This design comes from an exercise in tuning for small area and a short achievable clock period on the open sky130 flow, not from production work.
Only simulation tests tie the RTL to the original design; equivalence was not proved.
Power is estimated from default activity; no workload was simulated.

<file path="flow/config.mk">
export PLATFORM = sky130hd
export DESIGN_NAME = FPU_top
export DESIGN_NICKNAME = FPU_top
export VERILOG_FILES = /design/flow/design.v
export SDC_FILE = /design/flow/constraint.sdc
export NUM_CORES = 4
export LEC_CHECK = 0
export ABC_AREA = 1
export CAP_MARGIN = 20
export CORE_MARGIN = 2
export CORE_UTILIZATION = 40
export PLACE_DENSITY = 0.6
export SLEW_MARGIN = 20
</file>
<file path="flow/standard.sh">
#!/bin/bash
# synth_recipe.tcl (not shown) runs the flow's synth.tcl, then flattens the netlist and writes it again
# the make line also repeats each setting of config.mk as NAME=value (left out here)
make -C /OpenROAD-flow-scripts/flow DESIGN_CONFIG=/design/flow/config.mk WORK_HOME=/design/flow/orfs CLKGATE_MAP_FILE= SYNTH_SCRIPT=/design/flow/synth_recipe.tcl "${@:-finish}"
</file>
<file path="flow/flow/run.sh">
#!/bin/bash
set -euo pipefail
bash standard.sh SETUP_SLACK_MARGIN=9.6 "BUFFER_PORTS_ARGS=-buffer_cell sky130_fd_sc_hd__buf_2" finish > standard_flow.log 2>&1
</file>
<file path="flow/design.v">
module CLA_4bit (
    input  logic [3:0]  a,
    input  logic [3:0]  b,
    input  logic        cin,
    output logic [3:0]  sum,
    output logic        o_p,
    output logic        o_g
);
    logic [3:0] w_g, w_p;
    logic [3:0] w_c;
    assign w_g = a & b;
    assign w_p = a ^ b;
        assign w_c[0] = cin;
        assign w_c[1] = w_g[0] | (w_p[0] & w_c[0]);
        assign w_c[2] = w_g[1] | (w_p[1] & w_g[0]) | (w_p[1] & w_p[0] & w_c[0]);
        assign w_c[3] = w_g[2] | (w_p[2] & w_g[1]) | (w_p[2] & w_p[1] & w_g[0]) | (w_p[2] & w_p[1] & w_p[0] & w_c[0]);
    assign sum = w_p ^ w_c;
    assign o_p = &w_p;
    assign o_g = w_g[3] | (w_p[3] & w_g[2]) | (w_p[3] & w_p[2] & w_g[1]) | (w_p[3] & w_p[2] & w_p[1] & w_g[0]) | (w_p[3] & w_p[2] & w_p[1] & w_p[0] & w_c[0]);
endmodule
module CLA_8bit(
    input  logic        i_carry,
    input  logic [7:0]  i_data_a,
    input  logic [7:0]  i_data_b,
    output logic [7:0]  o_sum,
    output logic        o_carry
);
    logic [1:0] w_P, w_G;
    logic w_C;
    CLA_4bit CLA_4BIT_UNIT_0 (
        .a      (i_data_a[3:0]),
        .b      (i_data_b[3:0]),
        .cin    (i_carry),
        .sum    (o_sum[3:0]),
        .o_p    (w_P[0]),
        .o_g    (w_G[0])
    );
    assign w_C = w_G[0] | (w_P[0] & i_carry);
    CLA_4bit CLA_4BIT_UNIT_1 (
        .a      (i_data_a[7:4]),
        .b      (i_data_b[7:4]),
        .cin    (w_C),
        .sum    (o_sum[7:4]),
        .o_p    (w_P[1]),
        .o_g    (w_G[1])
    );
    assign o_carry = w_G[1] | (w_P[1] & (w_G[0] | (w_P[0] & i_carry)));
endmodule
module CLA_28bit(
    input logic         i_carry,
    input logic [27:0]  i_data_a,
    input logic [27:0]  i_data_b,
    output logic [27:0] o_sum,
    output logic        o_carry
);
logic [7:0] w_c;
logic [6:0] w_p;
logic [6:0] w_g;
genvar i;
generate
    assign w_c[0] = i_carry;
    CLA_4bit CLA_4BIT_UNIT_0 (
        .a      (i_data_a[3:0]),
        .b      (i_data_b[3:0]),
        .cin    (w_c[0]),
        .sum    (o_sum[3:0]),
        .o_p    (w_p[0]),
        .o_g    (w_g[0])
    );
    assign w_c[1] = w_g[0] | (w_p[0] & w_c[0]);
    for (i = 1; i < 7; i = i + 1) begin : CLA_BLOCK_GEN
        CLA_4bit CLA_4BIT_UNIT_1 (
            .a      (i_data_a[(i*4)+3 : i*4]),
            .b      (i_data_b[(i*4)+3 : i*4]),
            .cin    (w_c[i]),
            .sum    (o_sum[(i*4)+3 : i*4]),
            .o_p    (w_p[i]),
            .o_g    (w_g[i])
        );        
        assign w_c[i+1] = w_g[i] | (w_p[i] & w_c[i]);
    end
endgenerate
assign o_carry = w_c[7];
endmodule
module COMP_2bit(
    input  logic [1:0] i_data_a,
    input  logic [1:0] i_data_b,
    output logic       o_less,
    output logic       o_equal
);
    assign o_less  = ((~(i_data_a[1] | i_data_a[0])) & i_data_b[0]) | (~i_data_a[0] & (i_data_b[1] & i_data_b[0])) | (~i_data_a[1] & i_data_b[1]);
    assign o_equal = ~|(i_data_a ^ i_data_b);
endmodule
module COMP_4bit(
    input  logic [3:0] i_data_a,
    input  logic [3:0] i_data_b,
    output logic       o_less,
    output logic       o_equal
);
    logic w_less_low, w_equal_low;
    logic w_less_high, w_equal_high;
    COMP_2bit u_low (
        .i_data_a (i_data_a[1:0]),
        .i_data_b (i_data_b[1:0]),
        .o_less   (w_less_low),
        .o_equal  (w_equal_low)
    );
    COMP_2bit u_high (
        .i_data_a (i_data_a[3:2]),
        .i_data_b (i_data_b[3:2]),
        .o_less   (w_less_high),
        .o_equal  (w_equal_high)
    );
    assign o_less  = w_less_high | (w_equal_high & w_less_low);
    assign o_equal = w_equal_high & w_equal_low;
endmodule
module COMP_8bit (
    input  logic [7:0] i_data_a,
    input  logic [7:0] i_data_b,
    output logic                 o_less
);
    logic w_less_low, w_equal_low;
    logic w_less_high, w_equal_high;
    COMP_4bit u_low (
        .i_data_a (i_data_a[3:0]),
        .i_data_b (i_data_b[3:0]),
        .o_less   (w_less_low),
        .o_equal  (w_equal_low)
    );
    COMP_4bit u_high (
        .i_data_a (i_data_a[7:4]),
        .i_data_b (i_data_b[7:4]),
        .o_less   (w_less_high),
        .o_equal  (w_equal_high)
    );
    assign o_less = w_less_high | (w_equal_high & w_less_low);
endmodule
module COMP_28bit (
    input  logic [27:0] i_data_a,
    input  logic [27:0] i_data_b,
    output logic                 o_less  
);
    logic w_less_0_0, w_less_0_1, w_less_0_2, w_less_0_3, w_less_0_4, w_less_0_5, w_less_0_6;
    logic w_equal_0_0, w_equal_0_1, w_equal_0_2, w_equal_0_3, w_equal_0_4, w_equal_0_5, w_equal_0_6;
    COMP_4bit u_i_data_0 (
        .i_data_a (i_data_a[3:0]),
        .i_data_b (i_data_b[3:0]),
        .o_less   (w_less_0_0),
        .o_equal  (w_equal_0_0)
    );
    COMP_4bit u_i_data_1 (
        .i_data_a (i_data_a[7:4]),
        .i_data_b (i_data_b[7:4]),
        .o_less   (w_less_0_1),
        .o_equal  (w_equal_0_1)
    );
    COMP_4bit u_i_data_2 (
        .i_data_a (i_data_a[11:8]),
        .i_data_b (i_data_b[11:8]),
        .o_less   (w_less_0_2),
        .o_equal  (w_equal_0_2)
    );
    COMP_4bit u_i_data_3 (
        .i_data_a (i_data_a[15:12]),
        .i_data_b (i_data_b[15:12]),
        .o_less   (w_less_0_3),
        .o_equal  (w_equal_0_3)
    );
    COMP_4bit u_i_data_4 (
        .i_data_a (i_data_a[19:16]),
        .i_data_b (i_data_b[19:16]),
        .o_less   (w_less_0_4),
        .o_equal  (w_equal_0_4)
    );
    COMP_4bit u_i_data_5 (
        .i_data_a (i_data_a[23:20]),
        .i_data_b (i_data_b[23:20]),
        .o_less   (w_less_0_5),
        .o_equal  (w_equal_0_5)
    );
    COMP_4bit u_i_data_6 (
        .i_data_a (i_data_a[27:24]),
        .i_data_b (i_data_b[27:24]),
        .o_less   (w_less_0_6),
        .o_equal  (w_equal_0_6)
    );
    assign o_less = w_less_0_6
                  | (w_equal_0_6 & w_less_0_5)
                  | (w_equal_0_6 & w_equal_0_5 & w_less_0_4)
                  | (w_equal_0_6 & w_equal_0_5 & w_equal_0_4 & w_less_0_3)
                  | (w_equal_0_6 & w_equal_0_5 & w_equal_0_4 & w_equal_0_3 & w_less_0_2)
                  | (w_equal_0_6 & w_equal_0_5 & w_equal_0_4 & w_equal_0_3 & w_equal_0_2 & w_less_0_1)
                  | (w_equal_0_6 & w_equal_0_5 & w_equal_0_4 & w_equal_0_3 & w_equal_0_2 & w_equal_0_1 & w_less_0_0);
endmodule
module EXP_swap (
    input logic [7:0]     i_data_a        ,
    input logic [7:0]     i_data_b        ,
    output logic                    o_compare       ,    
    output logic [7:0]    o_less_data     ,
    output logic [7:0]    o_greater_data  
);
COMP_8bit COMP_LESS_UNIT (
    .i_data_a       (i_data_a),
    .i_data_b       (i_data_b),
    .o_less         (o_compare)
);
always_comb begin
    o_less_data     = (o_compare) ? i_data_a : i_data_b;
    o_greater_data  = (o_compare) ? i_data_b : i_data_a;
end
endmodule
module EXP_sub (
    input logic [7:0]   i_data_a,
    input logic [7:0]   i_data_b,
    output logic [7:0]  o_sub        
);
logic [7:0] w_data_b;
assign w_data_b = ~(i_data_b);
CLA_8bit CLA_8BIT_UNIT (
    .i_carry    (1'b1),
    .i_data_a   (i_data_a),
    .i_data_b   (w_data_b),
    .o_sum      (o_sub),
    .o_carry    ()
);
endmodule
module MAN_swap (
    input logic [23:0]         i_man_a     ,
    input logic [23:0]         i_man_b     ,
    input logic                     i_compare   ,
    output logic [23:0]     o_man_max   ,
    output logic [23:0]     o_man_min   
);
assign o_man_max    = i_compare ? i_man_b : i_man_a;
assign o_man_min    = i_compare ? i_man_a : i_man_b;
endmodule
module MAN_swap_2 (
    input logic [27:0]         i_man_a     ,
    input logic [27:0]         i_man_b     ,
    input logic                     i_compare   ,
    output logic [27:0]     o_man_max   ,
    output logic [27:0]     o_man_min   
);
assign o_man_max    = i_compare ? i_man_b : i_man_a;
assign o_man_min    = i_compare ? i_man_a : i_man_b;
endmodule
module SHF_right_28bit (
    input  logic [4:0] i_shift_number,
    input  logic [27:0]  i_data, 
    output logic [27:0]  o_data
);
localparam  SIZE_SHIFT = 5 ;
localparam  SIZE_DATA  = 28;
    logic [SIZE_DATA-1:0] stage [SIZE_SHIFT:0];
    assign stage[0] = i_data;
    genvar i;
    generate
        for (i = 0; i < SIZE_SHIFT; i++) begin : GEN_SHIFT
            localparam SHIFT_AMT = (1 << i);
            always_comb begin
                if (i_shift_number[i])
                    stage[i+1] = { {SHIFT_AMT{1'b0}}, stage[i][SIZE_DATA-1:SHIFT_AMT] };
                else
                    stage[i+1] = stage[i];
            end
        end
    endgenerate
    assign o_data = stage[SIZE_SHIFT];
endmodule
module SHF_left_28bit (
    input  logic [4:0] i_shift_number,
    input  logic [27:0]  i_data, 
    output logic [27:0]  o_data
);
localparam  SIZE_DATA  = 28;
localparam  SIZE_SHIFT = 5 ;
    logic [SIZE_DATA-1:0] stage [SIZE_SHIFT:0];
    assign stage[0] = i_data;
    genvar i;
    generate
        for (i = 0; i < SIZE_SHIFT; i++) begin : GEN_SHIFT
            localparam SHIFT_AMT = (1 << i);
            always_comb begin
                if (i_shift_number[i])
                    stage[i+1] = { stage[i][SIZE_DATA-1-SHIFT_AMT:0], {SHIFT_AMT{1'b0}} };
                else
                    stage[i+1] = stage[i];
            end
        end
    endgenerate
    assign o_data = stage[SIZE_SHIFT];
endmodule
module SIGN_unit (
    input logic             i_add_sub       ,
    input logic             i_comp_man      ,
    input logic             i_sign_man_a    ,
    input logic             i_sign_man_b    ,
    output logic            o_sign_s        
);
assign o_sign_s = (~i_add_sub & i_sign_man_b & i_comp_man) | (i_add_sub & ~i_sign_man_b & i_comp_man) | (i_sign_man_a & ~i_comp_man);
endmodule
module MAN_ALU #(
    parameter NUM_OP    = 1 
)(
    input logic [NUM_OP-1:0]    i_fpu_op        ,
    input logic                 i_sign_a        ,
    input logic                 i_sign_b        ,
    input logic [27:0]  i_man_max       ,
    input logic [27:0]  i_man_min       ,
    output logic [27:0] o_man_alu       ,
    output logic                o_overflow       
);
logic w_i_carry;
logic [27:0] w_n_man_b;
logic [27:0] w_i_man_b;
logic w_overflow;
assign w_i_carry = i_fpu_op ? ~(i_sign_a ^ i_sign_b) : (i_sign_a ^ i_sign_b);
assign w_n_man_b = ~(i_man_min);
assign w_i_man_b = w_i_carry ? w_n_man_b : i_man_min;
CLA_28bit ALU_SUB_UNIT (
    .i_carry        (w_i_carry),
    .i_data_a       (i_man_max),
    .i_data_b       (w_i_man_b),
    .o_sum          (o_man_alu),
    .o_carry        (w_overflow)
);
assign o_overflow = w_i_carry ? 1'b0 : w_overflow;
endmodule
module LOPD_4bit(
    input logic [3:0]       i_data  ,
    output logic [1:0]      o_pos_one,
    output logic            o_zero_flag
);
assign o_zero_flag = ~(i_data[3]|i_data[2]|(i_data[1]|i_data[0])) ;
assign o_pos_one[1] = (i_data[0] | i_data[1])&(~i_data[2])&(~i_data[3]);
assign o_pos_one[0] = ((~i_data[3])&i_data[2]) | ((~i_data[3])&(~i_data[1])&(i_data[0]));
endmodule
module LOPD_8bit(
    input logic [7:0]       i_data  ,
    output logic [2:0]      o_pos_one,
    output logic            o_zero_flag
);
logic w_zero_flag_0;
logic [1:0] w_pos_one_0;
LOPD_4bit LOPD_4bit_unit_0 (
    .i_data         (i_data[3:0]),
    .o_pos_one      (w_pos_one_0),
    .o_zero_flag    (w_zero_flag_0)
);
logic w_zero_flag_1;
logic [1:0] w_pos_one_1;
LOPD_4bit LOPD_4bit_unit_1 (
    .i_data         (i_data[7:4]),
    .o_pos_one      (w_pos_one_1),
    .o_zero_flag    (w_zero_flag_1)
);
logic [2:0] w_o_pos_one;
assign o_zero_flag = w_zero_flag_0 & w_zero_flag_1;
assign w_o_pos_one[2] = w_zero_flag_1;
assign w_o_pos_one[1] = w_zero_flag_1 ? w_pos_one_0[1] : w_pos_one_1[1];
assign w_o_pos_one[0] = w_zero_flag_1 ? w_pos_one_0[0] : w_pos_one_1[0];
assign o_pos_one = o_zero_flag ? '0 : w_o_pos_one;
endmodule
module LOPD_16bit(
    input logic [15:0]       i_data  ,
    output logic [3:0]      o_pos_one,
    output logic            o_zero_flag
);
logic [2:0]         w_pos_one_0;  
logic               w_zero_flag_0;
LOPD_8bit LOPD_8bit_unit_0(
    .i_data         (i_data[7:0]),
    .o_pos_one      (w_pos_one_0),
    .o_zero_flag    (w_zero_flag_0)
);
logic [2:0]         w_pos_one_1;  
logic               w_zero_flag_1;
LOPD_8bit LOPD_8bit_unit_1(
    .i_data         (i_data[15:8]),
    .o_pos_one      (w_pos_one_1),
    .o_zero_flag    (w_zero_flag_1)
);
logic [3:0] w_o_pos_one;
assign o_zero_flag = w_zero_flag_0 & w_zero_flag_1;
assign w_o_pos_one[3] = w_zero_flag_1;
assign w_o_pos_one[2] = w_zero_flag_1 ? w_pos_one_0[2] : w_pos_one_1[2];
assign w_o_pos_one[1] = w_zero_flag_1 ? w_pos_one_0[1] : w_pos_one_1[1];
assign w_o_pos_one[0] = w_zero_flag_1 ? w_pos_one_0[0] : w_pos_one_1[0];
assign o_pos_one = o_zero_flag ? '0 : w_o_pos_one;
endmodule
module LOPD_24bit (
    input logic [23:0]     i_data          ,
    output logic [4:0]    o_one_position  ,
    output logic                    o_zero_flag      
);
logic [15:0]     LOPD16_i_data;
assign LOPD16_i_data = i_data[23:8];
logic [3:0]      LOPD16_o_pos_one;
logic            LOPD16_o_zero_flag;
LOPD_16bit LOPD_16bit_UNIT_MSB (
    .i_data             (LOPD16_i_data),
    .o_pos_one          (LOPD16_o_pos_one),
    .o_zero_flag        (LOPD16_o_zero_flag)
);
logic [7:0]      LOPD8_i_data;
assign LOPD8_i_data = i_data[7:0];
logic [2:0]      LOPD8_o_pos_one;
logic            LOPD8_o_zero_flag;
LOPD_8bit LOPD_8bit_UNIT_LSB (
    .i_data             (LOPD8_i_data),
    .o_pos_one          (LOPD8_o_pos_one),
    .o_zero_flag        (LOPD8_o_zero_flag)
);
logic [4:0]        w_o_one_position;
assign o_zero_flag         = LOPD16_o_zero_flag & LOPD8_o_zero_flag;
assign w_o_one_position[4] = LOPD16_o_zero_flag;
assign w_o_one_position[3] = LOPD16_o_zero_flag ? 1'b0               : LOPD16_o_pos_one[3];
assign w_o_one_position[2] = LOPD16_o_zero_flag ? LOPD8_o_pos_one[2] : LOPD16_o_pos_one[2];
assign w_o_one_position[1] = LOPD16_o_zero_flag ? LOPD8_o_pos_one[1] : LOPD16_o_pos_one[1];
assign w_o_one_position[0] = LOPD16_o_zero_flag ? LOPD8_o_pos_one[0] : LOPD16_o_pos_one[0];
assign o_one_position = o_zero_flag ? 5'b11111 : w_o_one_position;
endmodule
module EXP_adjust (
    input  logic                    i_overflow  ,
    input  logic                    i_underflow ,
    input  logic                    i_zero_flag ,
    input  logic [7:0]    i_lopd_value,
    input  logic [7:0]     i_exp_value ,
    output logic [7:0]     o_exp_result
);
logic [7:0] w_exp_result;
logic w_i_carry;
assign w_i_carry = ~(i_overflow | i_underflow);
logic [7:0] w_data_b;
assign w_data_b = i_overflow ? 8'b0000_0001 : (i_underflow ? '0 : ~(i_lopd_value));
CLA_8bit CLA_8BIT_UNIT (
    .i_carry    (w_i_carry),
    .i_data_a   (i_exp_value),
    .i_data_b   (w_data_b),
    .o_sum      (w_exp_result),
    .o_carry    ()
);
assign o_exp_result = i_zero_flag ? 8'h00 : w_exp_result;
endmodule
module NORMALIZATION_unit (
    input logic                     i_overflow      ,
    input logic                     i_zero_flag     ,
    input logic [4:0]     i_one_position  ,
    input logic [27:0]     i_mantissa      ,
    output logic [27:0]    o_mantissa       
);
logic [27:0] w_shift_left;
SHF_left_28bit  SHF_left_28bit_unit (
    .i_shift_number     (i_one_position),
    .i_data             (i_mantissa), 
    .o_data             (w_shift_left)
);
assign o_mantissa = i_zero_flag ? '0 : (i_overflow ? {1'b1, i_mantissa[27:1]} : (~i_mantissa[27] ? w_shift_left : i_mantissa) );
endmodule
module RND_add (
    input logic [23:0]     i_data  ,
    input logic                     i_carry ,
    output logic [23:0]    o_data  ,
    output logic                    o_carry  
);
    logic [23:0] w_carry;
    assign w_carry[0] = i_carry;
    genvar i;
    generate
        for (i = 1; i < 24; i++) begin : proc_propage_one
            assign w_carry[i] = (&i_data[i-1:0]) & w_carry[0];
        end
    endgenerate
    assign o_data = i_data ^ w_carry;
    assign o_carry = (&i_data) & w_carry[0];
endmodule
module ROUNDING_unit (
    input logic [27:0]          i_man           ,
    output logic [23:0]  o_man_result    ,
    output logic                        o_ov_flow       
);
localparam SIZE_MAN          = 28;
localparam SIZE_MAN_RESULT   = 24;
logic [SIZE_MAN_RESULT-1:0] w_man_temp;
assign w_man_temp = i_man[SIZE_MAN-1:SIZE_MAN-SIZE_MAN_RESULT];
logic w_guard_bit, w_round_bit, w_sticky_bit;
assign w_guard_bit = i_man[3];
assign w_round_bit = i_man[2];
assign w_sticky_bit= i_man[1] | i_man[0];
logic w_rounding_result;
assign w_rounding_result = (w_guard_bit & w_round_bit) | (w_round_bit & w_sticky_bit);
RND_add  INCREASE_ROUNDING (
    .i_data         (w_man_temp),
    .i_carry        (w_rounding_result),
    .o_data         (o_man_result),
    .o_carry        (o_ov_flow) 
);
endmodule
module PSC_unit(
    input logic                     i_add_sub   ,
    input logic                     i_sign_a    ,
    input logic [7:0]               i_exp_a     ,
    input logic [23:0]              i_man_a     ,
    input logic                     i_sign_b    ,
    input logic [7:0]               i_exp_b     ,
    input logic [23:0]              i_man_b     ,
    output logic                    o_sel_exp   ,
    output logic [1:0]              o_sel_man    
);
logic w_E_one_A, w_E_one_B;
logic w_M_zero_A, w_M_zero_B;
assign w_E_one_A    = &i_exp_a;
assign w_E_one_B    = &i_exp_b;
assign w_M_zero_A   = ~|i_man_a[22:0];
assign w_M_zero_B   = ~|i_man_b[22:0];
assign o_sel_exp = (~i_sign_b & w_E_one_B & ~w_M_zero_B) | (~i_sign_a & w_E_one_A & ~w_M_zero_A) | (w_E_one_A & w_M_zero_A & w_E_one_B & w_M_zero_B);
assign o_sel_man[1] = (~i_sign_b & w_E_one_B & ~w_M_zero_B) | (~i_sign_a & w_E_one_A & ~w_M_zero_A & ~i_sign_b) | (~i_add_sub & ~i_sign_a & w_E_one_A & ~w_M_zero_A & ~w_M_zero_B) | (~i_add_sub & ~i_sign_a & w_E_one_A & w_E_one_B & w_M_zero_B) | (~i_sign_a & w_E_one_A & ~w_M_zero_A & w_E_one_B) | (~i_sign_a & w_E_one_A & ~i_sign_b & w_E_one_B) | (i_add_sub & i_sign_a & w_E_one_A & w_M_zero_A & i_sign_b & w_E_one_B & w_M_zero_B);
assign o_sel_man[0] = (~i_add_sub & ~i_sign_a & w_E_one_A & w_M_zero_A & ~i_sign_b & w_E_one_B & w_M_zero_B) | (~i_add_sub & i_sign_a & w_E_one_A & w_M_zero_A & i_sign_b & w_E_one_B & w_M_zero_B) | (i_add_sub & ~i_sign_a & w_E_one_A & w_M_zero_A & i_sign_b & w_E_one_B & w_M_zero_B) | (i_add_sub & i_sign_a & w_E_one_A & w_M_zero_A & ~i_sign_b & w_E_one_B & w_M_zero_B);
endmodule
module FPU_unit #(
    parameter NUM_OP    = 1
)(
    input logic [NUM_OP-1:0]    i_add_sub       ,
    input logic [31:0]          i_32_a          ,
    input logic [31:0]          i_32_b          ,
    output logic [31:0]         o_32_s          ,
    output logic                o_ov_flag       ,
    output logic                o_un_flag        
);
logic w_sign_a, w_sign_b;
logic [7:0] w_exponent_a, w_exponent_b;
logic [23:0] w_mantissa_a, w_mantissa_b;
assign w_sign_a = i_32_a[31];
assign w_sign_b = i_32_b[31];
assign w_exponent_a = i_32_a[30:23];
assign w_exponent_b = i_32_b[30:23]; 
assign w_mantissa_a = {1'b1, i_32_a[22:0]};
assign w_mantissa_b = {1'b1, i_32_b[22:0]};
logic w_sign_result;
logic [7:0] w_exponent_result;
logic [23:0] w_mantissa_result;
logic w_EXPSWAP_compare;
logic [7:0] w_EXPSWAP_max, w_EXPSWAP_min;
logic [7:0] w_EXPSUB_diff_value;
logic [23:0] w_MAN_SWAP1_max, w_MAN_SWAP1_min;
logic [27:0] w_MAN_SHF_RIGHT_min, w_MAN_SHF_RIGHT_max;
logic w_MAN_COMP_28BIT_less;
logic w_MAN_PRE_SWAP_BY_MAN_compara;
logic [27:0] w_MAN_PRE_SWAP_BY_MAN_max,      w_MAN_PRE_SWAP_BY_MAN_min;
logic [27:0] w_MAN_ALU_man;
logic        w_MAN_ALU_overflow;
logic [4:0] w_LOPD_24BIT_one_position;
logic       w_LOPD_24BIT_zero_flag;
logic [7:0] w_EXP_ADJUST_result;
logic [27:0] w_NORMALIZATION_man;
logic [23:0] w_ROUNDING_man;
logic        w_ROUNDING_ov_flow;
logic                    PSC_o_sel_exp;
logic [1:0]              PSC_o_sel_man;
EXP_swap EXP_SWAP_UNIT (
    .i_data_a           (w_exponent_a),
    .i_data_b           (w_exponent_b),
    .o_compare          (w_EXPSWAP_compare),    
    .o_less_data        (w_EXPSWAP_min),
    .o_greater_data     (w_EXPSWAP_max) 
);
EXP_sub  EXP_SUB_UNIT(
    .i_data_a           (w_EXPSWAP_max),
    .i_data_b           (w_EXPSWAP_min),
    .o_sub              (w_EXPSUB_diff_value)
);
 MAN_swap MAN_PRE_SWAP_BY_EXPONENT_UNIT (
    .i_man_a            (w_mantissa_a),
    .i_man_b            (w_mantissa_b),
    .i_compare          (w_EXPSWAP_compare),
    .o_man_max          (w_MAN_SWAP1_max),
    .o_man_min          (w_MAN_SWAP1_min)
);
assign w_MAN_SHF_RIGHT_max = {w_MAN_SWAP1_max, 4'b0};
SHF_right_28bit  SHF_RIGHT_28BIT_UNIT (
    .i_shift_number     (w_EXPSUB_diff_value[4:0]),
    .i_data             ({w_MAN_SWAP1_min, 4'b0}), 
    .o_data             (w_MAN_SHF_RIGHT_min)
);
COMP_28bit MAN_COMP_28BIT_UNIT (
    .i_data_a           (w_MAN_SHF_RIGHT_max),
    .i_data_b           (w_MAN_SHF_RIGHT_min),
    .o_less             (w_MAN_COMP_28BIT_less)
);
assign w_MAN_PRE_SWAP_BY_MAN_compara = w_MAN_COMP_28BIT_less;
MAN_swap_2  MAN_PRE_SWAP_BY_MAN_UNIT (
    .i_man_a            (w_MAN_SHF_RIGHT_max),   
    .i_man_b            (w_MAN_SHF_RIGHT_min),   
    .i_compare          (w_MAN_PRE_SWAP_BY_MAN_compara),
    .o_man_max          (w_MAN_PRE_SWAP_BY_MAN_max),
    .o_man_min          (w_MAN_PRE_SWAP_BY_MAN_min)
);
SIGN_unit SIGN_OUT(
    .i_add_sub       (i_add_sub),
    .i_comp_man      (w_MAN_COMP_28BIT_less | w_EXPSWAP_compare),
    .i_sign_man_a    (w_sign_a),
    .i_sign_man_b    (w_sign_b),
    .o_sign_s        (w_sign_result) 
);
MAN_ALU #(
    .NUM_OP         (NUM_OP)
) MAN_ALU_UNIT (
    .i_fpu_op           (i_add_sub),
    .i_sign_a           (w_sign_a),
    .i_sign_b           (w_sign_b),
    .i_man_max          (w_MAN_PRE_SWAP_BY_MAN_max),
    .i_man_min          (w_MAN_PRE_SWAP_BY_MAN_min),
    .o_man_alu          (w_MAN_ALU_man),
    .o_overflow         (w_MAN_ALU_overflow)
);
LOPD_24bit LOPD_24BIT_UNIT (
    .i_data             (w_MAN_ALU_man[27:4]),
    .o_one_position     (w_LOPD_24BIT_one_position),
    .o_zero_flag        (w_LOPD_24BIT_zero_flag)
);
EXP_adjust EXP_ADJUST_UNIT (
    .i_overflow         (o_ov_flag),
    .i_underflow        (w_MAN_ALU_man[27]),
    .i_zero_flag        (w_LOPD_24BIT_zero_flag),
    .i_lopd_value       ({3'b0, w_LOPD_24BIT_one_position}),
    .i_exp_value        (w_EXPSWAP_max),
    .o_exp_result       (w_EXP_ADJUST_result)
);
NORMALIZATION_unit NORMALIZATION_UNIT (
    .i_overflow         (w_MAN_ALU_overflow),
    .i_zero_flag        (w_LOPD_24BIT_zero_flag),
    .i_one_position     (w_LOPD_24BIT_one_position),
    .i_mantissa         (w_MAN_ALU_man),
    .o_mantissa         (w_NORMALIZATION_man) 
);
ROUNDING_unit ROUNDING_UNIT (
    .i_man              (w_NORMALIZATION_man),
    .o_man_result       (w_ROUNDING_man),
    .o_ov_flow          (w_ROUNDING_ov_flow)
);
PSC_unit PSC_UNIT(
    .i_add_sub          (i_add_sub),
    .i_sign_a           (w_sign_a),
    .i_exp_a            (w_exponent_a),
    .i_man_a            (w_mantissa_a),
    .i_sign_b           (w_sign_b),
    .i_exp_b            (w_exponent_b),
    .i_man_b            (w_mantissa_b),
    .o_sel_exp          (PSC_o_sel_exp),
    .o_sel_man          (PSC_o_sel_man) 
);
assign w_exponent_result = PSC_o_sel_exp ? 8'hFF : w_EXP_ADJUST_result; 
Mux_4_to_1 SEL_MANTISSA_FOR_RESULT (
    .i_sel          (PSC_o_sel_man),
    .i_data_00      (w_ROUNDING_man),
    .i_data_01      (24'h000000),
    .i_data_10      (24'h000001),
    .i_data_11      (w_ROUNDING_man),
    .o_data         (w_mantissa_result) 
);
assign o_32_s = {w_sign_result, w_exponent_result, w_mantissa_result[22:0]};
assign o_ov_flag = w_MAN_ALU_overflow | w_ROUNDING_ov_flow;
assign o_un_flag = ~w_MAN_ALU_man[27];
endmodule
module Mux_4_to_1 (
    input logic [1:0]               i_sel    ,
    input logic [23:0]     i_data_00,
    input logic [23:0]     i_data_01,
    input logic [23:0]     i_data_10,
    input logic [23:0]     i_data_11,
    output logic [23:0]    o_data    
);
logic [23:0] w_o_data;
always_comb begin : proc_mux_4_to_1
    case (i_sel)
        2'b00: 
            w_o_data = i_data_00;
        2'b01:
            w_o_data = i_data_01;
        2'b10:
            w_o_data = i_data_10;
        2'b11:
            w_o_data = i_data_11; 
        default: 
            w_o_data = i_data_00;
    endcase
end
assign o_data = w_o_data;
endmodule
module FPU_top  #(
    parameter NUM_OP    = 1
)(
    input logic                 i_clk           ,
    input logic                 i_rst_n         ,
    input logic [NUM_OP-1:0]    i_add_sub       ,
    input logic [31:0]          i_32_a          ,
    input logic [31:0]          i_32_b          ,
    output logic [31:0]         o_32_s          ,
    output logic                o_ov_flag       ,
    output logic                o_un_flag
);
logic        w_sa, w_sb, w_sbe, w_eff_sub;
logic [7:0]  w_ea, w_eb;
logic [22:0] w_fa, w_fb;
logic [4:0]  w_dab;
logic [4:0]  w_dba;
logic        w_exp_lt;
logic [4:0]  w_shamt;
logic        w_sh0, w_f_lt, w_f_gt, w_swap2, w_sign, w_near;
logic [7:0]  w_emax;
logic [22:0] w_big, w_small;
logic        w_sel_exp;
logic [1:0]  w_sel_man;
assign w_sa = i_32_a[31];
assign w_sb = i_32_b[31];
assign w_ea = i_32_a[30:23];
assign w_eb = i_32_b[30:23];
assign w_fa = i_32_a[22:0];
assign w_fb = i_32_b[22:0];
assign w_sbe     = w_sb ^ i_add_sub[0];
assign w_eff_sub = w_sa ^ w_sbe;
assign w_dab    = w_ea[4:0] - w_eb[4:0];
assign w_dba    = w_eb[4:0] - w_ea[4:0];
assign w_shamt  = w_exp_lt ? w_dba : w_dab;
logic [7:0] w_e_gt [3:0];
logic [7:0] w_e_lt [3:0];
assign w_e_gt[0] = w_ea & ~w_eb;
assign w_e_lt[0] = ~w_ea & w_eb;
genvar gi;
generate
    for (gi = 0; gi < 3; gi++) begin : GEN_ECMP
        for (genvar gj = 0; gj < (4 >> gi); gj++) begin : GEN_ECMP_NODE
            assign w_e_gt[gi+1][gj] = w_e_gt[gi][2*gj+1] | (~w_e_lt[gi][2*gj+1] & w_e_gt[gi][2*gj]);
            assign w_e_lt[gi+1][gj] = w_e_lt[gi][2*gj+1] | (~w_e_gt[gi][2*gj+1] & w_e_lt[gi][2*gj]);
        end
        assign w_e_gt[gi+1][7:(4 >> gi)] = '0;
        assign w_e_lt[gi+1][7:(4 >> gi)] = '0;
    end
endgenerate
assign w_exp_lt = w_e_lt[3][0];
assign w_emax   = w_exp_lt ? w_eb : w_ea;
assign w_sh0    = (w_ea[4:0] == w_eb[4:0]);
assign w_f_lt   = w_fa < w_fb;
assign w_f_gt   = w_fb < w_fa;
assign w_big    = w_exp_lt ? w_fb : w_fa;
assign w_small  = w_exp_lt ? w_fa : w_fb;
assign w_swap2  = w_eff_sub & w_sh0 & (w_exp_lt ? w_f_gt : w_f_lt);
assign w_sign   = (w_exp_lt | (w_sh0 & w_f_lt)) ? w_sbe : w_sa;
assign w_near   = w_eff_sub & ((w_dab == 5'd0) | (w_exp_lt ? (w_dab == 5'd31) : (w_dab == 5'd1)));
PSC_unit PSC_UNIT(
    .i_add_sub          (i_add_sub[0]),
    .i_sign_a           (w_sa),
    .i_exp_a            (w_ea),
    .i_man_a            ({1'b1, w_fa}),
    .i_sign_b           (w_sb),
    .i_exp_b            (w_eb),
    .i_man_b            ({1'b1, w_fb}),
    .o_sel_exp          (w_sel_exp),
    .o_sel_man          (w_sel_man)
);
logic [22:0] r_big, r_small;
logic [4:0]  r_shamt;
logic [7:0]  r_emax;
logic        r_sign, r_eff_sub, r_swap2, r_near, r_sh0n, r_sel_exp;
logic [1:0]  r_sel_man;
always_ff @( posedge i_clk ) begin
    r_big       <= w_big;
    r_small     <= w_small;
    r_shamt     <= w_shamt;
    r_emax      <= w_emax;
    r_sign      <= w_sign;
    r_eff_sub   <= w_eff_sub;
    r_swap2     <= w_swap2;
    r_near      <= w_near;
    r_sh0n      <= ~w_shamt[0];
    r_sel_exp   <= w_sel_exp;
    r_sel_man   <= w_sel_man;
end
logic [27:0] w_A, w_Bf;
logic [27:0] w_sh [5:0];
logic [27:0] w_Rf, w_Nf;
logic        w_coutf, w_ovf, w_zerof, w_rndf, w_rnd_ovf;
logic [7:0]  w_expf;
assign w_A = {1'b1, r_big, 4'b0};
assign w_sh[0] = {1'b1, r_small, 4'b0} ^ {28{r_eff_sub}};
generate
    for (gi = 0; gi < 5; gi++) begin : GEN_RSHIFT
        assign w_sh[gi+1] = r_shamt[gi] ? {{(1<<gi){r_eff_sub}}, w_sh[gi][27:(1<<gi)]} : w_sh[gi];
    end
endgenerate
assign w_Bf = w_sh[5];
assign {w_coutf, w_Rf} = {1'b0, w_A} + {1'b0, w_Bf} + {28'd0, r_eff_sub};
assign w_ovf   = ~r_eff_sub & w_coutf;
assign w_zerof = ~|w_Rf[27:4];
assign w_Nf = w_ovf ? {1'b1, w_Rf[27:1]} : (w_Rf[27] ? w_Rf : {w_Rf[26:0], 1'b0});
assign w_rndf    = ~w_zerof & w_Nf[2] & (w_Nf[3] | w_Nf[1] | w_Nf[0]);
assign w_rnd_ovf = w_rndf & (&w_Nf[27:4]);
always_comb begin
    if (w_zerof)                  w_expf = 8'h00;
    else if (w_ovf | w_rnd_ovf)   w_expf = r_emax + 8'd1;
    else if (w_Rf[27])            w_expf = r_emax;
    else                          w_expf = r_emax - 8'd1;
end
logic [27:0] w_Bn, w_Sn, w_Rn, w_Nn;
logic [4:0]  w_lz;
logic        w_zeron;
logic [7:0]  w_expn;
assign w_Bn = r_sh0n ? {1'b1, r_small, 4'b0} : {1'b0, 1'b1, r_small, 3'b0};
assign w_Sn = w_A + ~w_Bn + {27'd0, ~r_swap2};
assign w_Rn = w_Sn ^ {28{r_swap2}};
logic [31:0] w_lzd_in;
assign w_lzd_in = {w_Rn[27:4], 8'hFF};
logic [15:0] w_v1;  logic [15:0] w_p1;
logic [7:0]  w_v2;  logic [1:0]  w_p2 [7:0];
logic [3:0]  w_v3;  logic [2:0]  w_p3 [3:0];
logic [1:0]  w_v4;  logic [3:0]  w_p4 [1:0];
generate
    for (gi = 0; gi < 16; gi++) begin : GEN_LZ1
        assign w_v1[gi] = w_lzd_in[2*gi+1] | w_lzd_in[2*gi];
        assign w_p1[gi] = ~w_lzd_in[2*gi+1];
    end
    for (gi = 0; gi < 8; gi++) begin : GEN_LZ2
        assign w_v2[gi] = w_v1[2*gi+1] | w_v1[2*gi];
        assign w_p2[gi] = w_v1[2*gi+1] ? {1'b0, w_p1[2*gi+1]} : {1'b1, w_p1[2*gi]};
    end
    for (gi = 0; gi < 4; gi++) begin : GEN_LZ3
        assign w_v3[gi] = w_v2[2*gi+1] | w_v2[2*gi];
        assign w_p3[gi] = w_v2[2*gi+1] ? {1'b0, w_p2[2*gi+1]} : {1'b1, w_p2[2*gi]};
    end
    for (gi = 0; gi < 2; gi++) begin : GEN_LZ4
        assign w_v4[gi] = w_v3[2*gi+1] | w_v3[2*gi];
        assign w_p4[gi] = w_v3[2*gi+1] ? {1'b0, w_p3[2*gi+1]} : {1'b1, w_p3[2*gi]};
    end
endgenerate
assign w_lz    = w_v4[1] ? {1'b0, w_p4[1]} : {1'b1, w_p4[0]};
assign w_zeron = ~|w_Rn[27:4];
logic [27:0] w_ls [5:0];
assign w_ls[5] = w_Rn;
generate
    for (gi = 4; gi >= 0; gi--) begin : GEN_LSHIFT
        assign w_ls[gi] = w_lz[gi] ? {w_ls[gi+1][27-(1<<gi):0], {(1<<gi){1'b0}}} : w_ls[gi+1];
    end
endgenerate
assign w_Nn = w_ls[0];
assign w_expn = w_zeron ? 8'd24 : r_emax;
logic [22:0] w_man_pre;
logic        w_rnd_sel, w_ov_flag, w_un_flag;
logic [7:0]  w_exp;
always_comb begin
    case (r_sel_man)
        2'b01:   begin w_man_pre = 23'd0; w_rnd_sel = 1'b0;  end
        2'b10:   begin w_man_pre = 23'd1; w_rnd_sel = 1'b0;  end
        default: begin
            w_man_pre = r_near ? w_Nn[26:4] : w_Nf[26:4];
            w_rnd_sel = ~r_near & w_rndf;
        end
    endcase
end
assign w_exp     = r_sel_exp ? 8'hFF : (r_near ? w_expn : w_expf);
logic [4:0]  w_lzq;
assign w_lzq     = (r_near & ~r_sel_exp) ? w_lz : 5'd0;
logic w_c8, w_c16, w_rnd_ok;
assign w_rnd_ok = ~r_near & ~r_sel_man[0] & ~r_sel_man[1] | ~r_near & r_sel_man[0] & r_sel_man[1];
assign w_c8  = w_rnd_ok & w_rndf & (&w_Nf[11:4]);
assign w_c16 = w_rnd_ok & w_rndf & (&w_Nf[19:4]);
assign w_ov_flag = ~r_near & (w_ovf | w_rnd_ovf);
assign w_un_flag = r_near ? ~w_Rn[27] : ~w_Rf[27];
logic        q_sign, q_rnd, q_c8, q_c16;
logic [7:0]  q_exp;
logic [4:0]  q_lz;
logic [22:0] q_man;
always_ff @( posedge i_clk or negedge i_rst_n ) begin
    if(~i_rst_n) begin
        q_sign              <= '0;
        q_exp               <= '0;
        q_lz                <= '0;
        q_man               <= '0;
        q_rnd               <= '0;
        q_c8                <= '0;
        q_c16               <= '0;
        o_ov_flag           <= '0;
        o_un_flag           <= '0;
    end else begin
        q_sign              <= r_sign;
        q_exp               <= w_exp;
        q_lz                <= w_lzq;
        q_man               <= w_man_pre;
        q_rnd               <= w_rnd_sel;
        q_c8                <= w_c8;
        q_c16               <= w_c16;
        o_ov_flag           <= w_ov_flag;
        o_un_flag           <= w_un_flag;
    end
end
logic [22:0] w_inc;
generate
    for (gi = 0; gi < 23; gi++) begin : GEN_INC
        localparam int B = (gi / 8) * 8;
        logic w_cb;
        if (gi < 8)       assign w_cb = q_rnd;
        else if (gi < 16) assign w_cb = q_c8;
        else              assign w_cb = q_c16;
        if (gi == B) assign w_inc[gi] = w_cb;
        else         assign w_inc[gi] = w_cb & (&q_man[gi-1:B]);
    end
endgenerate
logic [7:0] w_exp_out;
assign w_exp_out = q_exp - {3'b0, q_lz};
assign o_32_s = {q_sign, w_exp_out, q_man ^ w_inc};
endmodule
</file>
<file path="flow/constraint.sdc">
create_clock -name core_clock -period 15.0 [get_ports {i_clk}]
set_input_delay 3.0000 -clock core_clock [delete_from_list [all_inputs] [get_ports {i_clk}]]
set_output_delay 3.0000 -clock core_clock [all_outputs]
set_load 0.01 [all_outputs]
</file>
==> flow_summary.toml, run 1 <==
[status]
status = "finished clean"

[sta]
skew_ps = 13.9
rsz0062_at_grt = "no"
finalSetupViolCount = 0
slew_violations = 0
slew_headroom_pct = 37.7
fin_crit_ps = 5270
fin_tns_setup_ps = 0
worst_slew_pin_slew_ps = 935
final-hold-violation-count = 0
fin_crit_sh_pct = 35.2
fmax_ghz = 0.190

[cts]
cts_max_level = 3
clk_path_buf_depth = 2
insertion_delay_ps = 370
cts.sinks = 109
cts_buffers = 9
clk_pin_slew_ps = 80
root_buffer = "clkbuf_16"
cts_tree = "done"

[drt]
vias = 15066
antenna_left = 0
drcViolationCount = 0
wirelength_mm = 48.2
vias_per_cell = 5.50
wire_per_inst_um = 17.6
first_pass_iters = 6
first_iter_violations = 1434

[setup_path]
end_kind = "primary output"
crit_fanout = 4
required_ps = 12000
start_kind = "register"
cp.arrival_ps = 2270
slowest_stage = "dfrtp_1"
max_stage_delay_ps = 370
cp_cell_sequence = "inv_1 > ha_1 > nand2_1 > nor2_1 > a211oi_2 > nor2_1 > o21ai_0 > nand2_1 > nor3_1 > xor2_1 > buf_2"
path_class = "reg2out"

[die]
num_rows = 66
die-width_um = 186
die_area_um2 = 34500
start_util_pct = 40.6
io_pins = 101
die_y_um = 186
core_um2 = 32500

[placed_design]
placed_area_um2 = 13900
portBuffers = 100
dp_hpwl_mm = 38.9
place_congestion = 1.02

[cells_and_area]
fin_util_pct = 44.7
nets = 2453
fillers = 3617
seq_area_um2 = 2390
drive_gt1_share_pct = 8.76
final_cell_area_um2 = 14500
n_antenna_cell = 0
area_delta_synth_final_pct = 10.1
multi_input_area_um2 = 9580

[global_route]
grt_first_pass_wirelength_mm = 74.6
overflow = 0
grt_max_degree = 94
grt_pass1_vias = 13739
track_usage_pct = 27.9
grt_antenna_before_repair = 0

[synth]
yosys.cell_types.count = 51
seq_area_frac_synth_pct = 18.1
ys.warnings.count = 8
synth_top_cell_by_area = "nand2_1"
synth_area_leaders = "nand2_1 (18%), nand3_1 (12%), dfxtp_1 (10%)"
async_flop_share_pct = 38.5
synth-main-ff-cell = "dfxtp_1"
syn_inst = 2243
synth_edf_count = 0
synth.cell_area_um2 = 13200
syn_avg_cell_area_um2 = 5.89
netlist.area_leader.share_pct = 17.5
synth_seq_cells = 109
syn_nets = 2406

[hold_path]
worstHoldPathType = "reg2reg"

[pwr]
ir_worst_vdd_uv = 98.5
p_leak_nw = 7.25
cellPowerDensity_nw_per_um2 = 205

[flow_run]
drv_cap = 0
critical path: cells and delay by family (launching register included):
kind	cells	cell delay [ps]
and+or+nand+nor	5	470
adders and majority gates	1	290
DFF	1	370
buffers and inverters	2	240
AOI/OAI and AO/OA	2	360
xor gates and xnor gates	1	150
power breakdown:
part           leakage [nW]  internal [mW]  switching [mW]  total, mW
Combinational          6.05          0.722            1.58       2.30
Sequential             1.05          0.369          0.0661      0.435
Clock                 0.149          0.122           0.121      0.243
Total                  7.25           1.21            1.77       2.98
area by class of cell:
type / count / area share [%]
clock inverter: 6 / 0.430
clock buffer: 10 / 1.64
sequential: 109 / 16.5
multi-input combinational: 1785 / 65.9
timing repair inverter: 3 / 0.155
timing repair buffer: 117 / 4.48
inverter: 265 / 7.14
tap: 442 / 3.80
cell usage in the layout (no fill, tap or decap), types with 9 or more instances in the layout:
| cell type | netlist | routed |
|---|---|---|
| nand2_1 | 617 | 609 |
| nand3_1 | 311 | 307 |
| inv_1 | 253 | 251 |
| o21ai_0 | 174 | 166 |
| nor2_1 | 169 | 165 |
| a21oi_1 | 112 | 111 |
| buf_2 | 27 | 100 |
| ha_1 | 93 | 93 |
| dfxtp_1 | 67 | 67 |
| xor2_1 | 62 | 62 |
| dfrtp_1 | 42 | 42 |
| a31oi_1 | 38 | 38 |
| xnor2_1 | 36 | 36 |
| nand4_1 | 28 | 28 |
| nor3_1 | 28 | 28 |
| o21ai_1 | 11 | 18 |
| buf_4 | 11 | 14 |
| nand2_2 | 11 | 12 |
| nor4_1 | 14 | 12 |
| nand3b_1 | 11 | 11 |
| o211ai_1 | 10 | 10 |
| nand2_4 | 1 | 9 |
| clkbuf_16 | 0 | 9 |
path summary, 6_finish.rpt:
check                                    from  slack, ps                  end  cells past startpoint
hold reg to reg                r_sign$_DFF_P_        330     q_sign$_DFF_PN0_                      0
setup / recovery            q_lz[2]$_DFF_PN0_       9730           o_32_s[30]                     11
setup reg to reg           r_shamt[1]$_DFF_P_       9860   q_exp[2]$_DFF_PN0_                     29
max in group asynchronous             i_rst_n      11640     q_sign$_DFF_PN0_                      1
min in group asynchronous             i_rst_n       2770  q_man[15]$_DFF_PN0_                      1
hold / removal                 r_sign$_DFF_P_        330     q_sign$_DFF_PN0_                      0
state kept, by name (all words and copies together), names as in the netlist, 2 cells and up:
name	flops
r_small	23
r_emax	8
q_lz	5
r_shamt	5
r_big	23
q_exp	8
r_sel_man	2
q_man	23
through the flow:
stage          std cells  hold slack [ps]  power (mW)  setup slack, ps
3_3_place_gp        2707              317        2.60             8710
3_5_place_dp        2707              320        2.59             8540
4_1_cts             2724              331        2.85             9590
6_report            2737              329        2.98             9730
5_1_grt             2737              338        3.25             9560
2_1_floorplan       2243              316        1.99            10180
cell usage after synthesis, types with 14 or more instances:
cell      instances
a21oi_1         112
clkbuf_1         33
dfxtp_1          67
dfrtp_1          42
buf_2            27
nand3_1         311
nor4_1           14
xor2_1           62
nor3_1           28
nand4_1          28
nor2_1          169
ha_1             93
a31oi_1          38
o21ai_0         174
xnor2_1          36
nand2_1         617
inv_1           253
what timing repair did:
item | CTS | global route
buffers inserted | 0 | 7
hold buffers | 0 | 0
gates resized for setup | 16 | 58
endpoints found under the setup margin | 35 | 39
pin swaps | 0 | 6
cloned | 1 | 6
cell families (layout without fill, tap and decap cells):
kind of cell             count (synthesis)  after routing  share of synthesized area (%)
AND/OR/NAND/NOR                       1207           1211                           39.4
AO/OA/AOI/OAI                          380            380                           15.8
buffers and inverters                  353            401                           10.9
flip-flops                             109            109                           18.1
adder cells (fa/ha/maj)                 96             96                           9.27
XOR/XNOR                                98             98                           6.50
layer usage:
layer	GRT usage, %	share of wire [%]
met5	0	0
met4	7.94	2.5
met3	3.44	7.9
met2	43.9	43
met1	39.9	46
==> run 2, diff against run 1 <==
==> flow/flow/run.sh (replaced) <==
#!/bin/bash
set -euo pipefail
bash standard.sh SETUP_SLACK_MARGIN=10.1 "BUFFER_PORTS_ARGS=-buffer_cell sky130_fd_sc_hd__buf_2" finish > standard_flow.log 2>&1
==> run 2 against run 1 <==
  * Still clean
  * Design area rose by 7.4%
  * Die area did not move
  * Sequential share of layout area fell by 1.1 points
  * Utilization rose by 3.3 points
  * Clock skew barely moved
  * Wire length rose by 2.9%
  * Setup slack improved by 170 ps
  * Total power rose by 7.5%
  * Flip-flop and latch count did not move
  * Synthesized area did not move
  * Critical path type unchanged
  * Critical endpoint unchanged
  * Largest cell class unchanged
  * Largest power group unchanged
==> flow_summary.toml, run 2 <==
[cts]
clk_path_buf_depth = 2
insertion_delay_ps = 380
root_buffer = "clkbuf_16"
cts.sinks = 109
holdBufCountCts = 0
clk_pin_slew_ps = 70
cts_buffers = 9
cts_max_level = 3
cts_tree = "done"

[global_route]
grt_max_degree = 94
overflow = 0
track_usage_pct = 28.3
grt_pass1_vias = 13926
grt_first_pass_wirelength_mm = 75.6
grt_antenna_before_repair = 0

[flow_run]
drv_cap = 0

[synth]
yosys.cell_types.count = 51
synth-main-ff-cell = "dfxtp_1"
synth_area_leaders = "nand2_1 (18%), nand3_1 (12%), dfxtp_1 (10%)"
syn_avg_cell_area_um2 = 5.89
synth.cell_area_um2 = 13200
ys.warnings.count = 8
synth_edf_count = 0
syn_nets = 2406
seq_area_frac_synth_pct = 18.1
syn_inst = 2243
synth_seq_cells = 109
async_flop_share_pct = 38.5
synth.most_common_cell = "nand2_1"
netlist.area_leader.share_pct = 17.5
synth_top_cell_by_area = "nand2_1"
synth.cells.most_frequent = "nand2_1 (617), nand3_1 (311), inv_1 (253), o21ai_0 (174), nor2_1 (169)"

[sta]
fin_crit_ps = 5100
holdWs_ps = 329
slew_violations = 0
final-hold-violation-count = 0
skew_ps = 14.2
slew_headroom_pct = 35.6
worst_slew_pin_slew_ps = 960
fin_tns_setup_ps = 0
rsz0062_at_grt = "yes"
finalSetupViolCount = 0
fmax_ghz = 0.196
fin_crit_sh_pct = 34.0

[placed_design]
portBuffers = 100
dp_hpwl_mm = 38.9
dp_cells = 2707
place_congestion = 1.02

[status]
status = "finished clean"

[cells_and_area]
n_antenna_cell = 0
nets = 2496
final_cells = 2780
mostFrequentLayoutCell = "nand2_1"
drive_gt1_share_pct = 14.5
reg.largest.list = "q_man: 23 flops, r_big: 23 flops, r_small: 23 flops"
area_delta_synth_final_pct = 18.3
layout_common_cells = "nand2_1 (602), nand3_1 (299), inv_1 (243)"

[setup_path]
critPathBufInv = 1
cp.arrival_ps = 2100
max_stage_delay_ps = 430
reg2reg_to = "q_c16$_DFF_PN0_"
slowest_stage = "dfrtp_1"
r2r_start = "r_eff_sub$_DFF_P_"
critical_path.top_delay_family = "flip-flops"
cp_cell_sequence = "ha_1 > nand2_1 > nor2_1 > a211oi_2 > nor2_1 > o21ai_1 > nand2_1 > nor3_2 > xor2_1 > buf_2"
end_kind = "primary output"
required_ps = 12000
path_class = "reg2out"
crit_fanout = 2
reg2reg_depth = 33
start_kind = "register"
r2r_setup_slack_ps = 10280

[pwr]
p_total_mw = 3.21
p_leak_nw = 7.59
ir_worst_vdd_uv = 99.6
cellPowerDensity_nw_per_um2 = 205

[hold_path]
min_path_cells = 0
min_from = "r_sign$_DFF_P_"
worstHoldPathType = "reg2reg"
holdPathEnd = "q_sign$_DFF_PN0_"

[die]
start_util_pct = 40.6
num_rows = 66
die_y_um = 186
core_um2 = 32500
die_area_um2 = 34500
die-width_um = 186
io_pins = 101

[drt]
vias = 15401
first_pass_iters = 6
wirelength_mm = 49.6
antenna_left = 0
vias_per_cell = 5.54
wire_per_inst_um = 17.9
first_iter_violations = 1573
drcViolationCount = 0
run 2: metrics by stage:
step	cell area, µm²	utilization (%)	setup slack, ps
after floorplan	13200	-	10180
after global placement	13900	42.7	8710
after detailed placement	13900	42.7	8540
after CTS	14500	44.6	9880
after global routing	15600	48.0	9750
final	15600	48.0	9900
run 2: area by class of cell:
type | instances | area [µm²]
clock buffers | 10 | 239
clock inverters | 6 | 62.6
fillers | 3484 | 16900
inverters | 265 | 1070
multi-input cells | 1789 | 10200
flip-flops and latches | 109 | 2400
well taps | 442 | 553
repair buffers | 155 | 1070
repair inverters | 4 | 33.8
run 2: how the worst max path moves through the flow:
stage / start / endpoint / slack (ps) / depth (start not counted)
after floorplan: i_32_a[23] / r_emax[0]$_DFF_P_ / 10180 / 13
after global placement: r_shamt[4]$_DFF_P_ / q_exp[3]$_DFF_PN0_ / 8710 / 26
after detailed placement: r_shamt[4]$_DFF_P_ / q_exp[1]$_DFF_PN0_ / 8540 / 26
after CTS: q_exp[1]$_DFF_PN0_ / o_32_s[30] / 9880 / 10
after global routing: q_exp[1]$_DFF_PN0_ / o_32_s[30] / 9750 / 10
final: q_exp[1]$_DFF_PN0_ / o_32_s[30] / 9900 / 10
run 2: timing repair:
action | in CTS | in global routing
setup endpoints to repair | 79 | 64
gates resized for setup | 67 | 180
setup buffers | 10 | 33
cloned | 5 | 9
pin swaps | 8 | 57
run 2: logic make-up (layout without fill, tap and decap cells):
family	Yosys count	after routing	share of synthesized area, %
AND/OR/NAND/NOR	1207	1215	39.4
AO/OA/AOI/OAI	380	380	15.8
adder cells (fa/ha/maj)	96	96	9.27
buffers and inverters	353	440	10.9
XOR/XNOR	98	98	6.50
flip-flops	109	109	18.1
run 2: worst register-to-register path, delay by kind of cell, from the launching register on:
family | cells | cell delay [ps]
AND/OR/NAND/NOR | 17 | 1990
AO/OA/AOI/OAI | 6 | 1020
buffers and inverters | 9 | 940
flip-flops | 1 | 390
adder cells (fa/ha/maj) | 1 | 230
run 2: metal layers:
metal | GRT usage [%] | share of wire, % | vias to the layer above
li1 | - | - | 7607
met1 | 39.7 | 45 | 7032
met2 | 44.4 | 44 | 681
met3 | 4.62 | 9.1 | 81
met4 | 8.16 | 2.6 | 0
met5 | 0 | 0 | -
run 2: where the power goes:
group | switching [mW] | leakage, nW | internal [mW]
Sequential | 0.0674 | 1.05 | 0.369
Clock | 0.123 | 0.149 | 0.122
Combinational | 1.69 | 6.39 | 0.837
==> run 3, diff against run 2 <==
==> flow/flow/run.sh (replaced) <==
#!/bin/bash
set -euo pipefail
bash standard.sh SETUP_SLACK_MARGIN=9.3 "BUFFER_PORTS_ARGS=-buffer_cell sky130_fd_sc_hd__buf_2" finish > standard_flow.log 2>&1
==> run 3 against run 2 <==
  * Still clean
  * Utilization shrank 3.9 points
  * Clock skew is essentially flat
  * Count of clock-buffer cells in the layout is the same
  * First-iteration DRC count shrank 6.8%
  * Global-route usage shrank 0.38 points
  * Critical path type unchanged
==> flow_summary.toml, run 3 <==
[sta]
slew_headroom_pct = 37.0
slew_violations = 0
fin_crit_sh_pct = 35.6
fin_crit_ps = 5340
skew_ps = 14.4
finalSetupViolCount = 0
final-hold-violation-count = 0
worst_slew_pin_slew_ps = 944
rsz0062_at_grt = "no"
fin_tns_setup_ps = 0
fmax_ghz = 0.187

[synth]
synth.cells.most_frequent = "nand2_1 (617), nand3_1 (311), inv_1 (253), o21ai_0 (174), nor2_1 (169)"
synth_edf_count = 0
synth_simple_gate_area_share_pct = 39.4
synth_xor_xnor_area_share_pct = 6.50
synth.cell_area_um2 = 13200
async_flop_share_pct = 38.5
synth_seq_cells = 109
syn_nets = 2406
syn_avg_cell_area_um2 = 5.89
synth_compound_area_share_pct = 15.8
synth_area_leaders = "nand2_1 (18%), nand3_1 (12%), dfxtp_1 (10%)"
synth-main-ff-cell = "dfxtp_1"
netlist.area_leader.share_pct = 17.5
ys.warnings.count = 8
syn_inst = 2243
seq_area_frac_synth_pct = 18.1
synthMuxAreaShare_pct = 0
synth_top_family_by_area = "simple AND/OR/NAND/NOR gates"
yosys.cell_types.count = 51
synth.most_common_cell = "nand2_1"
yosys.area_share.adder_pct = 9.27
synth_top_cell_by_area = "nand2_1"

[cells_and_area]
n_antenna_cell = 0
drive_gt1_share_pct = 7.70
reg.largest.list = "q_man: 23 flops, r_big: 23 flops, r_small: 23 flops"
mostFrequentLayoutCell = "nand2_1"
seq_area_um2 = 2390
nets = 2443
layout_common_cells = "nand2_1 (614), nand3_1 (308), inv_1 (251)"
fillers = 3635
multi_input_area_um2 = 9460
area_delta_synth_final_pct = 8.62
final_cells = 2727

[die]
io_pins = 101
num_rows = 66
die-width_um = 186
die_area_um2 = 34500
die_y_um = 186
start_util_pct = 40.6
core_um2 = 32500

[pwr]
ir_worst_vdd_uv = 96.2
p_leak_nw = 7.18
cellPowerDensity_nw_per_um2 = 203

[global_route]
grt_antenna_before_repair = 0
track_usage_pct = 27.9
grt_max_degree = 94
grt_pass1_vias = 13739
overflow = 0
grt_first_pass_wirelength_mm = 74.5

[cts]
clk_path_buf_depth = 2
root_buffer = "clkbuf_16"
holdBufCountCts = 0
cts_max_level = 3
cts_tree = "done"
cts_buffers = 9
clk_pin_slew_ps = 80
insertion_delay_ps = 370
cts.sinks = 109

[placed_design]
portBuffers = 100
dp_cells = 2707
dp_hpwl_mm = 38.9
place_congestion = 1.02

[hold_path]
min_path_cells = 0
min_from = "r_sign$_DFF_P_"
worstHoldPathType = "reg2reg"
holdPathEnd = "q_sign$_DFF_PN0_"

[drt]
antenna_left = 0
wirelength_mm = 47.4
first_iter_violations = 1466
wire_per_inst_um = 17.4
vias = 14968
first_pass_iters = 6
drcViolationCount = 0
vias_per_cell = 5.49

[setup_path]
path_class = "reg2out"
reg2reg_to = "q_exp[1]$_DFF_PN0_"
start_kind = "register"
r2r_start = "r_shamt[1]$_DFF_P_"
cp_cell_sequence = "inv_1 > ha_1 > nand2_1 > nor2_1 > a211oi_1 > nor2_1 > o21ai_0 > nand2_1 > nor3_1 > xor2_1 > buf_2"
reg2reg_depth = 29
required_ps = 12000
max_stage_delay_ps = 370
critical_path.top_delay_family = "simple AND/OR/NAND/NOR gates"
end_kind = "primary output"
crit_fanout = 4
cp.arrival_ps = 2340
r2r_setup_slack_ps = 9740
slowest_stage = "dfrtp_1"
critPathBufInv = 2

[status]
status = "finished clean"

[flow_run]
drv_cap = 0
run 3: changes by cell type in the layout (fill, tap and decap cells not counted), sizes merged:
cell and delta:
buf -41, nand2 -7, clkbuf -2, clkinv -1, clkinvlp -1, nand3 -1
run 3: layout make-up:
type / count / share of cell area, %
Multi-Input combinational cell: 1781 / 65.9
Sequential cell: 109 / 16.7
Inverter: 265 / 7.13
Timing Repair Buffer: 112 / 4.20
Tap cell: 442 / 3.86
Clock buffer: 10 / 1.67
Clock inverter: 6 / 0.436
Timing Repair inverter: 2 / 0.0872
run 3: what timing repair did:
| item | CTS | global route |
|---|---|---|
| cloned | 1 | 1 |
| setup buffers | 0 | 2 |
| endpoints found under the hold margin | 0 | 0 |
| endpoints found under the setup margin | 13 | 34 |
| gates resized for setup | 10 | 28 |
run 3: logic make-up after synthesis:
kind of cell	count (synthesis)
and+or+nand+nor	1207
DFF	109
buffers and inverters	353
AOI/OAI and AO/OA	380
xor gates and xnor gates	98
adders and majority gates	96
run 3: layer usage:
layer / GRT usage [%] / vias to the layer above / routed length [µm]
li1: - / 7490 / -
met1: 39.9 / 6814 / 21900
met2: 43.8 / 603 / 20600
met3: 3.48 / 61 / 3690
met4: 8.16 / 0 / 1180
met5: 0 / - / 0
run 3: worst max-delay path by stage:
stage                            start            endpoint  slack, ps  cells after the start
finish               q_lz[2]$_DFF_PN0_          o_32_s[30]       9660                     11
global route        r_shamt[1]$_DFF_P_  q_exp[1]$_DFF_PN0_       9260                     30
CTS                  r_eff_sub$_DFF_P_  q_exp[1]$_DFF_PN0_       9340                     30
floorplan                   i_32_a[23]   r_emax[0]$_DFF_P_      10180                     13
global placement    r_shamt[4]$_DFF_P_  q_exp[3]$_DFF_PN0_       8710                     26
detailed placement  r_shamt[4]$_DFF_P_  q_exp[1]$_DFF_PN0_       8540                     26
run 3: stage by stage:
stage	instance area, µm²	hold slack, ps	setup slack, ps	total power [mW]	utilization [%]
after CTS	14200	331	9340	2.85	43.7
after global routing	14300	338	9260	3.19	44.1
final	14300	329	9660	2.91	44.1
after detailed placement	13900	320	8540	2.59	42.7
after floorplan	13200	316	10180	1.99	-
after global placement	13900	317	8710	2.60	42.7
run 3: power breakdown:
| group | switching [mW] | total [mW] | internal, mW |
|---|---|---|---|
| combinational | 1.53 | 2.23 | 0.700 |
| clock | 0.121 | 0.243 | 0.122 |
| sequential | 0.0653 | 0.434 | 0.369 |
run 3: worst reg2reg max path, delay by kind of cell, from the launching register on:
kind	cells	cell delay, ps
AO/OA/AOI/OAI	4	1000
buffers and inverters	4	1030
adder cells (fa/ha/maj)	1	440
AND/OR/NAND/NOR	20	2340
flip-flops	1	330
==> run 4, diff against run 3 <==
==> flow/flow/run.sh (replaced) <==
#!/bin/bash
set -euo pipefail
bash standard.sh SETUP_SLACK_MARGIN=9.8 "BUFFER_PORTS_ARGS=-buffer_cell sky130_fd_sc_hd__buf_2" finish > standard_flow.log 2>&1
==> run 4 against run 3 <==
  * Still clean
  * Count of clock-buffer cells in the layout unchanged
  * First-iteration DRC count up 13%
  * Setup slack better by 190 ps
  * Highest routed layer unchanged
==> flow_summary.toml, run 4 <==
[pwr]
combPwrFrac_pct = 77.6
pwr-share-clk_pct = 8.0
seqPwrFrac_pct = 14.4
p_int_mw = 1.23
p_sw_share_pct = 59.4
p_switching_mw = 1.80
ir_worst_vdd_uv = 97.5
cellPowerDensity_nw_per_um2 = 206
p_leak_nw = 7.33
p_total_mw = 3.03

[sta]
rsz0062_at_grt = "yes"
fmax_ghz = 0.194
slew_headroom_pct = 36.6
fin_tns_setup_ps = 0
finalSetupViolCount = 0
fin_crit_sh_pct = 34.3
skew_ps = 13.4
fin_crit_ps = 5150
slew_violations = 0
worst_slew_pin_slew_ps = 951
final-hold-violation-count = 0

[die]
io_pins = 101
die_y_um = 186
start_util_pct = 40.6
die_area_um2 = 34500
num_rows = 66
core_um2 = 32500
die-width_um = 186

[cts]
insertion_delay_ps = 370
clk_path_buf_depth = 2
root_buffer = "clkbuf_16"
cts.sinks = 109
cts_buffers = 9
cts_max_level = 3
clk_pin_slew_ps = 70
cts_tree = "done"

[setup_path]
slowest_stage = "dfrtp_1"
required_ps = 12000
crit_start = "q_exp[1]$_DFF_PN0_"
reg2reg_depth = 28
max_stage_delay_ps = 420
crit_fanout = 2
end_kind = "primary output"
cp.arrival_ps = 2150
start_kind = "register"
r2r_setup_slack_ps = 10070
cp_cell_sequence = "ha_1 > nand2_1 > nor2_1 > a211oi_2 > nor2_1 > o21ai_0 > nand2_1 > nor3_2 > xor2_1 > buf_2"
path_class = "reg2out"
r2r_start = "r_shamt[1]$_DFF_P_"
reg2reg_to = "q_c16$_DFF_PN0_"

[synth]
syn_nets = 2406
synth.most_common_cell = "nand2_1"
synth_edf_count = 0
synth.cell_area_um2 = 13200
synth-main-ff-cell = "dfxtp_1"
synth_area_leaders = "nand2_1 (18%), nand3_1 (12%), dfxtp_1 (10%)"
netlist.area_leader.share_pct = 17.5
synth_seq_cells = 109
ys.warnings.count = 8
syn_avg_cell_area_um2 = 5.89
seq_area_frac_synth_pct = 18.1
synth_top_cell_by_area = "nand2_1"
yosys.cell_types.count = 51
synth.cells.most_frequent = "nand2_1 (617), nand3_1 (311), inv_1 (253), o21ai_0 (174), nor2_1 (169)"
syn_inst = 2243
async_flop_share_pct = 38.5

[drt]
first_pass_iters = 6
wirelength_mm = 48.9
vias_per_cell = 5.55
vias = 15230
drcViolationCount = 0
first_iter_violations = 1661
wire_per_inst_um = 17.8
antenna_left = 0

[global_route]
overflow = 0
grt_antenna_before_repair = 0
grt_pass1_vias = 13799
track_usage_pct = 28.0
busiest_layer = "met2"
grt_util_met2_pct = 43.9
grt_max_degree = 94
use_met3_pct = 3.62
grt.met1_usage_pct = 40.0
grt_first_pass_wirelength_mm = 74.8

[placed_design]
portBuffers = 100
place_congestion = 1.02
dp_cells = 2707
dp_hpwl_mm = 38.9

[cells_and_area]
reg.largest.list = "q_man: 23 flops, r_big: 23 flops, r_small: 23 flops"
multi_input_area_um2 = 9720
final_cells = 2745
area_delta_synth_final_pct = 11.8
fillers = 3598
nets = 2461
seq_area_um2 = 2390
n_antenna_cell = 0
layout_common_cells = "nand2_1 (609), nand3_1 (306), inv_1 (251)"
drive_gt1_share_pct = 9.86
fin_util_pct = 45.3
mostFrequentLayoutCell = "nand2_1"

[hold_path]
min_path_cells = 0
worstHoldPathType = "reg2reg"
holdPathEnd = "q_sign$_DFF_PN0_"
min_from = "r_sign$_DFF_P_"

[flow_run]
drv_cap = 0

[status]
status = "finished clean"
[run 4: changes by cell type in the layout (fill, tap and decap cells not counted), sizes merged]
cell	before	now
nand3	312	313
nand2	629	635
inv	266	265
clkinvlp	4	6
clkbuf	10	11
buf	112	121
[run 4: cell type report]
| type | instances | area share [%] |
|---|---|---|
| timing repair inverter | 3 | 0.153 |
| multi-input combinational | 1788 | 65.9 |
| tap | 442 | 3.75 |
| clock buffer | 10 | 1.62 |
| clock inverter | 6 | 0.424 |
| timing repair buffer | 122 | 4.84 |
| inverter | 265 | 7.11 |
| sequential | 109 | 16.2 |
[run 4: power by group through the flow]
stage	clock, mW	combinational, mW	sequential, mW
after floorplan	0	1.58	0.410
after global placement	0	2.16	0.438
after detailed placement	0	2.15	0.438
after CTS	0.250	2.19	0.433
after global routing	0.262	2.60	0.443
final	0.243	2.35	0.437
[run 4: kinds of logic after synthesis]
logic type	after synthesis	synth area share, %
simple gates	1207	39.4
compound gates	380	15.8
flops	109	18.1
xor+xnor	98	6.50
buf+inv	353	10.9
fa+ha+maj	96	9.27
[run 4: what timing repair did]
| item | 4_1_cts | 5_1_grt |
|---|---|---|
| endpoints found under the setup margin | 37 | 54 |
| gates cloned | 3 | 8 |
| pin swaps | 1 | 9 |
| resized for setup | 33 | 81 |
| setup buffers | 0 | 11 |
| hold buffers | 0 | 0 |
[run 4: layer usage]
metal,part of all wire [%],vias to the layer above
met1,45,6924
met4,2.8,0
met5,0,-
met2,43,679
met3,8.5,85
li1,-,7542
[run 4: worst max-delay path: cells and delay by family (launching register included)]
family,cells,cell delay (ps)
fa+ha+maj,1,300
buf+inv,1,150
flops,1,420
xor+xnor,1,150
compound gates,2,330
simple gates,5,420
[run 4: per-stage QoR]
step                area [µm²]  hold WS, ps  setup slack [ps]
global route             14800          338              9730
detailed placement       13900          320              8540
floorplan                13200          316             10180
global placement         13900          317              8710
finish                   14800          328              9850
CTS                      14300          331              9790
[run 4: how the worst max path moves through the flow]
stage | cells after the start | slack (ps) | endpoint
floorplan | 13 | 10180 | r_emax[0]$_DFF_P_
detailed placement | 26 | 8540 | q_exp[1]$_DFF_PN0_
global route | 10 | 9730 | o_32_s[30]
CTS | 32 | 9790 | q_exp[1]$_DFF_PN0_
finish | 10 | 9850 | o_32_s[30]
global placement | 26 | 8710 | q_exp[3]$_DFF_PN0_

==> static timing again, ports no longer ideal <==
No port has a modelled driver above. Below, the same layouts with a new extraction and two added sets of constraints.
Step 1 assumes that a clkbuf_16 drives the clock port and a buf_2 every other input.
Step 2, shift: input delay + t, output delay - t, t = (earliest + latest rising clock arrival at the registers) / 2. This alone moves slack from input paths to output paths.
Slacks: ideal ports / drivers / drivers and shift; pairs: ideal ports / drivers.
run | shift t [ns] | setup WS [ns]
run 1 | 0.412 | 9.725 / 9.679 / 9.471
run 2 | 0.416 | 9.897 / 9.850 / 9.862
run 3 | 0.412 | 9.663 / 9.616 / 9.393
run 4 | 0.413 | 9.852 / 9.806 / 9.654
After both steps setup and hold are still met in every run listed.
